Background: an optimization exercise with open tools, aiming at small area, a short achievable clock period and few clock cycles per item. Do not read the settings as production practice.
Where RTL was checked, it was by simulation tests only, not by an equivalence proof against the original.

==> job 2000 <==
## ml_demodulator
module ml_demodulator(
    i_clk,
    i_reset,
    i_trig,
    i_y_hat,
    i_r,
    i_rd_rdy,
    o_rd_vld,
    o_llr,
    o_hard_bit
);
clock: 11.0 ns
lec_check: 0
abc_area: 1
cap_margin: 20
core_margin: 2
core_utilization: 55
place_density: 0.7
slew_margin: 20
standard.sh (not shown) runs the stock make flow with config.mk's settings and CLKGATE_MAP_FILE= SYNTH_SCRIPT=/design/flow/synth_recipe.tcl, a recipe that flattens the netlist after the stock synthesis.
==> flow/flow/run.sh <==
#!/bin/bash
# Standard layout (the standard.sh), with
#  - the port buffers made of plain buffer cells (buf_1) instead of the
#    delay-buffer cells buffer_ports picks by default (every input and
#    output port still gets its own buffer);
#  - timing repair asked to over-fix setup by 6.25 ns (the constraints and
#    the clock period are unchanged);
#  - a clock tree with larger sink clusters and no dummy loads.
set -o pipefail
export BUFFER_PORTS_ARGS="-buffer_cell sky130_fd_sc_hd__buf_1"
export SETUP_SLACK_MARGIN=6.25
export CTS_ARGS="-sink_clustering_enable -repair_clock_nets -dont_use_dummy_load -sink_clustering_size 20 -sink_clustering_max_diameter 70 -buf_list sky130_fd_sc_hd__clkbuf_8"
bash standard.sh > standard_flow.log 2>&1
==> job 407: changes against job 2000 <==
==> flow/flow/run.sh (replaced) <==
#!/bin/bash
# Standard layout (the standard.sh), with
#  - the port buffers made of plain buffer cells (buf_1) instead of the
#    delay-buffer cells buffer_ports picks by default (every input and
#    output port still gets its own buffer);
#  - timing repair asked to over-fix setup by 6.3 ns (the constraints and
#    the clock period are unchanged);
#  - a clock tree with larger sink clusters and no dummy loads.
set -o pipefail
export BUFFER_PORTS_ARGS="-buffer_cell sky130_fd_sc_hd__buf_1"
export SETUP_SLACK_MARGIN=6.3
export CTS_ARGS="-sink_clustering_enable -repair_clock_nets -dont_use_dummy_load -sink_clustering_size 16 -sink_clustering_max_diameter 60 -buf_list sky130_fd_sc_hd__clkbuf_8"
bash standard.sh > standard_flow.log 2>&1
==> job 2197: changes against job 2000 <==
--- a/flow/design.v
+++ b/flow/design.v
@@ -48,14 +48,14 @@
 endfunction
 function [11:0] wmin;
     input [11:0] x;
     input [9:0]  a;
     reg   [11:0] w;
     begin
-        w = abs1(x) + {3'b111, a[8:0]} + {11'd0, ~x[11]};
-        wmin = {1'b0, abs1(w)} & 12'h7ff;      
+        w = abs1(x) + {3'b111, ~(a[8:0] ^ {9{a[9]}})} + {11'd0, ~x[11]};
+        wmin = abs1(w);
     end
 endfunction
 function warg;
     input [11:0] x;
     input [9:0]  a;
     warg = a[9] ? (~x[11] | (&x)) : x[11];
@@ -71,14 +71,13 @@
 always @(posedge i_clk) begin
     if (i_trig) begin
         y4r <= y4[18:13]; y4i <= y4[38:33];
         y3r <= y3[18:13]; y3i <= y3[38:33];
         y2r <= y2[18:13]; y2i <= y2[38:33];
         y1r <= y1[18:13]; y1i <= y1[38:33];
-        q44 <= r44[19:10]; q33 <= r33[19:10]; q22 <= {r22[19], ~(r22[18:10] ^ {9{r22[19]}})};
-        q11 <= {r11[19], ~(r11[18:10] ^ {9{r11[19]}})};
+        q44 <= r44[19:10]; q33 <= r33[19:10]; q22 <= r22[19:10]; q11 <= r11[19:10];
         q34r <= r34[19:10]; q34i <= r34[39:30];
         q24r <= r24[19:10]; q24i <= r24[39:30];
         q14r <= r14[19:10]; q14i <= r14[39:30];
         q23r <= r23[19:10]; q23i <= r23[39:32];
         q13r <= r13[19:10]; q13i <= r13[39:30];
         q12r <= r12[19:10]; q12i <= r12[39:30];
@@ -92,42 +91,38 @@
         y12 = {{2{t[7]}}, t, 2'b00};
     end
 endfunction
 reg        run;         
 reg [3:0]  idx;         
 reg        vB, vC, vD;
-reg [3:0]  idxD;        
+reg [3:0]  idxB, idxC, idxD;
 always @(posedge i_clk or posedge i_reset) begin
     if (i_reset) begin
         run <= 1'b0; idx <= 4'd0;
         vB <= 1'b0; vC <= 1'b0; vD <= 1'b0;
-        idxD <= 4'd0;
     end else begin
         if (i_trig) begin
             run <= 1'b1; idx <= 4'd0;
         end else if (run) begin
             idx <= idx + 4'd1;
             if (idx == 4'd15) run <= 1'b0;
         end
         vB <= run; vC <= vB; vD <= vC;
-        if (vD) idxD <= idxD + 4'd1;
     end
 end
 wire [1:0] j4 = idx[3:2];
 wire [1:0] m  = idx[1:0];
 wire [9:0]  rs44r = q44 ^ {{9{j4[0]}}, 1'b1};
 wire [9:0]  rs44i = q44 ^ {{9{j4[1]}}, 1'b1};
-wire [11:0] a4r = y12(y4r) - sx10(rs44r);     
+wire [11:0] a4r = y12(y4r) - sx10(rs44r);
 wire [11:0] a4i = y12(y4i) - sx10(rs44i);
 wire [9:0]  rs34r = rsx(q34r, q34i, j4[0], ~j4[1]);
 wire [9:0]  rs34i = rsx(q34r, q34i, j4[1],  j4[0]);
 wire [11:0] x3r = y12(y3r) - sx10(rs34r) - sx10(q33 ^ {10{m[0]}});
 wire [11:0] x3i = y12(y3i) - sx10(rs34i) - sx10(q33 ^ {10{m[1]}});
-wire [10:0] a4ra = abs1(a4r);
-wire [10:0] a4ia = abs1(a4i);
-wire [10:0] l4 = {1'b0, a4ra[9:0]} + {1'b0, a4ia[9:0]};
+wire [12:0] l4 = abs1(a4r) + abs1(a4i);
 wire [9:0]  rs24r = rsx(q24r, q24i, j4[0], ~j4[1]);
 wire [9:0]  rs24i = rsx(q24r, q24i, j4[1],  j4[0]);
 wire [10:0] t23r = {1'b0, q23r} ^ {{9{m[0]}}, 2'b0};
 wire [10:0] t23r2 = {q23i ^ {8{~m[1]}}, 2'b00};
 wire [10:0] t23i = {q23r[9:1] ^ {9{m[1]}}, 1'b0};
 wire [10:0] t23i2 = {q23i[7:1] ^ {7{m[0]}}, 3'b0};
@@ -139,17 +134,18 @@
 wire [9:0]  rs14i = rsx(q14r, q14i, j4[1],  j4[0]);
 wire [9:0]  rs13r = rsx(q13r, q13i, m[0], ~m[1]);
 wire [9:0]  rs13i = rsx(q13r, q13i, m[1],  m[0]);
 wire [11:0] x1br = y12(y1r) - sx10(rs14r) - sx10(rs13r);
 wire [11:0] x1bi = y12(y1i) - sx10(rs14i) - sx10(rs13i);
 reg [11:0] x2rB, x2iB, x1brB, x1biB, x3rB, x3iB;
-reg [10:0] lB;
+reg [12:0] lB;
 always @(posedge i_clk) begin
     x2rB <= x2r; x2iB <= x2i; x1brB <= x1br; x1biB <= x1bi;
     x3rB <= x3r; x3iB <= x3i;
     lB <= l4;
+    idxB <= idx;
 end
 wire        p2r = warg(x2rB, q22);
 wire        p2i = warg(x2iB, q22);
 wire [12:0] lBn = lB + abs1(x3rB) + abs1(x3iB) + wmin(x2rB, q22) + wmin(x2iB, q22);
 wire [9:0]  rs12r = rsx(q12r, q12i, p2r, ~p2i);
 wire [9:0]  rs12i = rsx(q12r, q12i, p2i,  p2r);
@@ -159,22 +155,24 @@
 reg [12:0] lC;
 reg [1:0]  p2C;
 always @(posedge i_clk) begin
     x1rC <= x1r; x1iC <= x1i;
     lC <= lBn;
     p2C <= {p2i, p2r};
+    idxC <= idxB;
 end
 wire        p1r = warg(x1rC, q11);
 wire        p1i = warg(x1iC, q11);
 wire [12:0] tC = lC + wmin(x1rC, q11) + wmin(x1iC, q11);
 reg [12:0] tD;
 reg [1:0]  p1D, p2D;
 always @(posedge i_clk) begin
     tD <= tC;
     p1D <= {p1i, p1r};
     p2D <= p2C;
+    idxD <= idxC;
 end
 reg [12:0] best;
 reg [7:0]  res;
 reg        have;
 reg [2:0]  ptr;
 wire take = vD & ((idxD == 4'd0) | (tD < best));
==> flow/run.sh (new file) <==
#!/bin/bash
# synth_recipe.tcl (not shown) runs the flow's synth.tcl, then flattens the netlist and writes it again
# the make line also repeats each setting of config.mk as NAME=value (left out here)
make -C /OpenROAD-flow-scripts/flow DESIGN_CONFIG=/design/flow/config.mk WORK_HOME=/design/flow/orfs CLKGATE_MAP_FILE= SYNTH_SCRIPT=/design/flow/synth_recipe.tcl finish
==> flow/config.mk (replaced) <==
export PLATFORM = sky130hd
export DESIGN_NAME = ml_demodulator
export DESIGN_NICKNAME = ml_demodulator
export VERILOG_FILES = /design/flow/design.v
export SDC_FILE = /design/flow/constraint.sdc
export NUM_CORES = 4
export LEC_CHECK = 0
export CAP_MARGIN = 20
export CORE_MARGIN = 2
export CORE_UTILIZATION = 40
export PLACE_DENSITY = 0.6
export SETUP_SLACK_MARGIN = 5
export SLEW_MARGIN = 20
removed: flow/flow/run.sh
removed: flow/standard.sh
==> job 5566: changes against job 2000 <==
==> flow/design.v (replaced) <==
module rsmul (
    r_r, 
    r_i, 
    s_r, 
    mul_r, 
    mul_i
);
    input signed [5:0] r_r, r_i;
    input [1:0] s_r;
    output signed [8:0] mul_r, mul_i;
    wire signed [2:0] s;
    assign s = {1'b0, s_r};
    assign mul_r = s * r_r;
    assign mul_i = s * r_i;
endmodule
module ml_demodulator(
    i_clk,
    i_reset,
    i_trig,
    i_y_hat,
    i_r,
    i_rd_rdy,
    o_rd_vld,
    o_llr,
    o_hard_bit
);
input i_clk;
input i_reset;
input i_trig;
input [159:0] i_y_hat;
input [319:0] i_r;
input i_rd_rdy;
output o_rd_vld;
output [7:0] o_llr;
output o_hard_bit;
function [11:0] abs1;             
    input [11:0] x;
    abs1 = x[11] ? ~x : x;
endfunction
function [11:0] sx10;             
    input [9:0] x;
    sx10 = {{2{x[9]}}, x};
endfunction
function [9:0] rsx;
    input [9:0] r, i;
    input s, t;
    rsx = (r ^ {10{s}}) + (i ^ {10{t}});
endfunction
function [11:0] wmin;
    input [11:0] x;
    input [9:0]  a;
    reg   [11:0] w;
    begin
        w = abs1(x) + {3'b111, a[8:0]} + {11'd0, ~x[11]};
        wmin = {1'b0, abs1(w)} & 12'h7ff;      
    end
endfunction
function warg;
    input [11:0] x;
    input [9:0]  a;
    warg = a[9] ? (~x[11] | (&x)) : x[11];
endfunction
wire [39:0] r34, r24, r14, r23, r13, r12;
wire [19:0] r44, r33, r22, r11;
assign {r44, r34, r24, r14, r33, r23, r13, r22, r12, r11} = i_r;
wire [39:0] y4 = i_y_hat[159:120], y3 = i_y_hat[119:80], y2 = i_y_hat[79:40], y1 = i_y_hat[39:0];
reg [5:0] y4r, y4i, y3r, y3i, y2r, y2i, y1r, y1i;
reg [9:0] q44, q33, q22, q11;
reg [9:0] q34r, q34i, q24r, q24i, q14r, q14i, q23r, q13r, q13i, q12r, q12i;
reg [7:0] q23i;
always @(posedge i_clk) begin
    if (i_trig) begin
        y4r <= y4[18:13]; y4i <= y4[38:33];
        y3r <= y3[18:13]; y3i <= y3[38:33];
        y2r <= y2[18:13]; y2i <= y2[38:33];
        y1r <= y1[18:13]; y1i <= y1[38:33];
        q44 <= r44[19:10]; q33 <= r33[19:10]; q22 <= {r22[19], ~(r22[18:10] ^ {9{r22[19]}})};
        q11 <= {r11[19], ~(r11[18:10] ^ {9{r11[19]}})};
        q34r <= r34[19:10]; q34i <= r34[39:30];
        q24r <= r24[19:10]; q24i <= r24[39:30];
        q14r <= r14[19:10]; q14i <= r14[39:30];
        q23r <= r23[19:10]; q23i <= r23[39:32];
        q13r <= r13[19:10]; q13i <= r13[39:30];
        q12r <= r12[19:10]; q12i <= r12[39:30];
    end
end
function [11:0] y12;
    input [5:0] y;
    reg [7:0] t;
    begin
        t = {{2{y[5]}}, y} + {y[5], y, 1'b0};
        y12 = {{2{t[7]}}, t, 2'b00};
    end
endfunction
reg        run;         
reg [2:0]  idx;         
reg        vB, vC, vD;
reg [2:0]  idxD;        
always @(posedge i_clk or posedge i_reset) begin
    if (i_reset) begin
        run <= 1'b0; idx <= 3'd0;
        vB <= 1'b0; vC <= 1'b0; vD <= 1'b0;
        idxD <= 3'd0;
    end else begin
        if (i_trig) begin
            run <= 1'b1; idx <= 3'd0;
        end else if (run) begin
            idx <= idx + 3'd1;
            if (idx == 3'd7) run <= 1'b0;
        end
        vB <= run; vC <= vB; vD <= vC;
        if (vD) idxD <= idxD + 3'd1;
    end
end
wire [1:0] j4 = idx[2:1];
wire       k  = idx[0];
wire [9:0]  rs44r = q44 ^ {{9{j4[0]}}, 1'b1};
wire [9:0]  rs44i = q44 ^ {{9{j4[1]}}, 1'b1};
wire [11:0] a4r = y12(y4r) - sx10(rs44r);     
wire [11:0] a4i = y12(y4i) - sx10(rs44i);
wire [10:0] a4ra = abs1(a4r);
wire [10:0] a4ia = abs1(a4i);
wire [10:0] l4 = {1'b0, a4ra[9:0]} + {1'b0, a4ia[9:0]};
wire [9:0]  rs34r = rsx(q34r, q34i, j4[0], ~j4[1]);
wire [9:0]  rs34i = rsx(q34r, q34i, j4[1],  j4[0]);
wire [11:0] u3r = y12(y3r) - sx10(rs34r);
wire [11:0] x3ra = u3r - sx10(q33);
wire [11:0] x3rb = u3r - sx10(~q33);
wire [11:0] x3i  = y12(y3i) - sx10(rs34i) - sx10(q33 ^ {10{k}});
wire [9:0]  rs24r = rsx(q24r, q24i, j4[0], ~j4[1]);
wire [9:0]  rs24i = rsx(q24r, q24i, j4[1],  j4[0]);
wire [11:0] u2r = (y12(y2r) | 12'd2) - sx10(rs24r);
wire [11:0] u2i = (y12(y2i) | 12'd2) - sx10(rs24i);
wire [9:0]  rs23ra = q23r + {q23i ^ {8{~k}}, 2'b00};
wire [9:0]  rs23rb = (q23r ^ 10'h3fc) + {q23i ^ {8{~k}}, 2'b00};
wire [9:0]  rs23ia = {q23r[9:1] ^ {9{k}}, 1'b0} + {q23i[7:1], 3'b0};
wire [9:0]  rs23ib = {q23r[9:1] ^ {9{k}}, 1'b0} + {~q23i[7:1], 3'b0};
wire [11:0] x2ra = u2r - sx10(rs23ra);
wire [11:0] x2rb = u2r - sx10(rs23rb);
wire [11:0] x2ia = u2i - sx10(rs23ia);
wire [11:0] x2ib = u2i - sx10(rs23ib);
wire [9:0]  rs14r = rsx(q14r, q14i, j4[0], ~j4[1]);
wire [9:0]  rs14i = rsx(q14r, q14i, j4[1],  j4[0]);
wire [11:0] u1r = y12(y1r) - sx10(rs14r);
wire [11:0] u1i = y12(y1i) - sx10(rs14i);
wire [11:0] x1bra = u1r - sx10(rsx(q13r, q13i, 1'b0, ~k));
wire [11:0] x1brb = u1r - sx10(rsx(q13r, q13i, 1'b1, ~k));
wire [11:0] x1bia = u1i - sx10(rsx(q13r, q13i, k, 1'b0));
wire [11:0] x1bib = u1i - sx10(rsx(q13r, q13i, k, 1'b1));
reg [11:0] x3raB, x3rbB, x3iB;
reg [11:0] x2raB, x2iaB, x2rbB, x2ibB;
reg [11:0] x1braB, x1biaB, x1brbB, x1bibB;
reg [10:0] lB;
always @(posedge i_clk) begin
    x3raB <= x3ra; x3rbB <= x3rb; x3iB <= x3i;
    x2raB <= x2ra; x2iaB <= x2ia; x2rbB <= x2rb; x2ibB <= x2ib;
    x1braB <= x1bra; x1biaB <= x1bia; x1brbB <= x1brb; x1bibB <= x1bib;
    lB <= l4;
end
wire [11:0] l3i = abs1(x3iB);
wire        p2ra = warg(x2raB, q22);
wire        p2ia = warg(x2iaB, q22);
wire        p2rb = warg(x2rbB, q22);
wire        p2ib = warg(x2ibB, q22);
wire [12:0] lBa = lB + abs1(x3raB) + l3i + wmin(x2raB, q22) + wmin(x2iaB, q22);
wire [12:0] lBb = lB + abs1(x3rbB) + l3i + wmin(x2rbB, q22) + wmin(x2ibB, q22);
wire [11:0] x1ra = x1braB - sx10(rsx(q12r, q12i, p2ra, ~p2ia));
wire [11:0] x1ia = x1biaB - sx10(rsx(q12r, q12i, p2ia,  p2ra));
wire [11:0] x1rb = x1brbB - sx10(rsx(q12r, q12i, p2rb, ~p2ib));
wire [11:0] x1ib = x1bibB - sx10(rsx(q12r, q12i, p2ib,  p2rb));
reg [11:0] x1raC, x1iaC, x1rbC, x1ibC;
reg [12:0] lCa, lCb;
reg [1:0]  p2aC, p2bC;
always @(posedge i_clk) begin
    x1raC <= x1ra; x1iaC <= x1ia; x1rbC <= x1rb; x1ibC <= x1ib;
    lCa <= lBa; lCb <= lBb;
    p2aC <= {p2ia, p2ra}; p2bC <= {p2ib, p2rb};
end
wire [12:0] tCa = lCa + wmin(x1raC, q11) + wmin(x1iaC, q11);
wire [12:0] tCb = lCb + wmin(x1rbC, q11) + wmin(x1ibC, q11);
reg [12:0] tDa, tDb;
reg [1:0]  p1aD, p1bD, p2aD, p2bD;
always @(posedge i_clk) begin
    tDa <= tCa; tDb <= tCb;
    p1aD <= {warg(x1iaC, q11), warg(x1raC, q11)};
    p1bD <= {warg(x1ibC, q11), warg(x1rbC, q11)};
    p2aD <= p2aC; p2bD <= p2bC;
end
reg [12:0] best;
reg [7:0]  res;
reg        have;
reg [2:0]  ptr;
wire first = idxD == 3'd0;
wire ua = first | (tDa < best);
wire ub = tDb < best;
wire ba = tDb < tDa;
wire selb = vD & (ua ? ba : ub);
wire sela = vD & ua & ~ba;
wire last = vD & (idxD == 3'd7);
wire rd   = i_rd_rdy & (have | last);
always @(posedge i_clk) begin
    if (sela) begin
        best <= tDa;
        res  <= {idxD, 1'b0, p2aD, p1aD};
    end else if (selb) begin
        best <= tDb;
        res  <= {idxD, 1'b1, p2bD, p1bD};
    end
end
always @(posedge i_clk or posedge i_reset) begin
    if (i_reset) begin
        have <= 1'b0;
        ptr  <= 3'd0;
    end else begin
        if (last) begin
            have <= 1'b1;
            ptr  <= {2'b00, i_rd_rdy};
        end else if (rd) begin
            ptr <= ptr + 3'd1;
            if (ptr == 3'd7) have <= 1'b0;
        end
    end
end
assign o_rd_vld   = rd;
assign o_hard_bit = last ? (sela ? p1aD[0] : selb ? p1bD[0] : res[0]) : res[ptr];
assign o_llr      = {o_hard_bit, 6'b000000, 1'b1};
endmodule
==> notes <==
Of job 2000 and job 2197, job 2197 has the higher first-iteration DRC count (gap 1.2%, measured against job 2197).
The lowest register-to-register slack belongs to job 2197, the highest to job 2000.
Hold slack, highest first: job 5566, job 2000, job 407, job 2197.
The highest cell count belongs to job 5566, the lowest to job 2000.
==> figures <==
|  | job 5566 | job 2000 | job 2197 | job 407 |
|---|---|---|---|---|
| Cell area after synthesis | 42,540 µm² | 29,170 µm² | 29,530 µm² | 29,170 µm² |
| Area overhead of the layout relative to synthesis | 10.62% | 9.351% | 16.38% | 10.91% |
| Share of the synthesized area in the top cell type | 16.88% | 23.37% | 23.08% | 23.37% |
| Total routing resource utilization after global routing | 23.77% | 23.00% | 16.73% | 22.60% |
| Dominant cell by count in the synthesized netlist | inv_1 | inv_1 | ha_1 | inv_1 |
| Status | complete, no violations | complete, no violations | complete, no violations | complete, no violations |
| Vias post-DR | 31,700 | 19,830 | 19,800 | 20,000 |
| Setup Buffers After CTS | 40 | 13 | 5 | 19 |
| Critical path type | reg -> out | in -> out | in -> out | in -> out |
| #FFs+latches synth | 491 | 382 | 390 | 382 |
| Weighted congestion at the end of routability-driven global placement | 0.9233 | 0.9292 | 0.8785 | 0.9301 |
| CORE AREA | 76,200 µm² | 52,450 µm² | 73,080 µm² | 52,450 µm² |
Testbench counts of job 2000, summed over its fixed seeds: cycles 24,968, items 960.
Testbench counts of job 407, summed over its fixed seeds: cycles 24,968, items 960.
Only the layout flow was run in job 2197 and job 5566; the RTL was not checked for function there.

## re-timing with driven ports
In the flow no input, the clock included, has a driving cell. The finished layouts below were timed again as built, in two steps. Step 1: set_driving_cell puts a clkbuf_16 on i_clk and a buf_2 on each other input, an assumption about the parent block. Step 2 times the ports against the registers' clock, not the clock port: input delays grow and output delays shrink by t, the midpoint of the rising clock arrivals with the driver on. Three values: ideal, step 1, step 2; two values: the first two.
| run | t (ns) | setup slack, ns | latest minus earliest clock arrival (ns) | slew at the worst register clock pin (ns) |
|---|---|---|---|---|
| job 2000 | 0.649 | 6.259 / 6.214 / 6.214 | 0.082 / 0.081 | 0.12 / 0.12 |
| job 407 | 0.662 | 6.272 / 6.224 / 6.224 | 0.050 / 0.050 | 0.09 / 0.09 |
| job 2197 | 0.629 | 5.311 / 5.283 / 5.283 | 0.030 / 0.031 | 0.06 / 0.06 |
| job 5566 | 0.688 | 6.172 / 6.109 / 6.191 | 0.097 / 0.097 | 0.12 / 0.12 |
After both steps setup and hold are still met in every run listed. For job 407, which loses most, drivers alone change the setup slack by -0.048 ns; drivers and shift together by -0.048 ns.
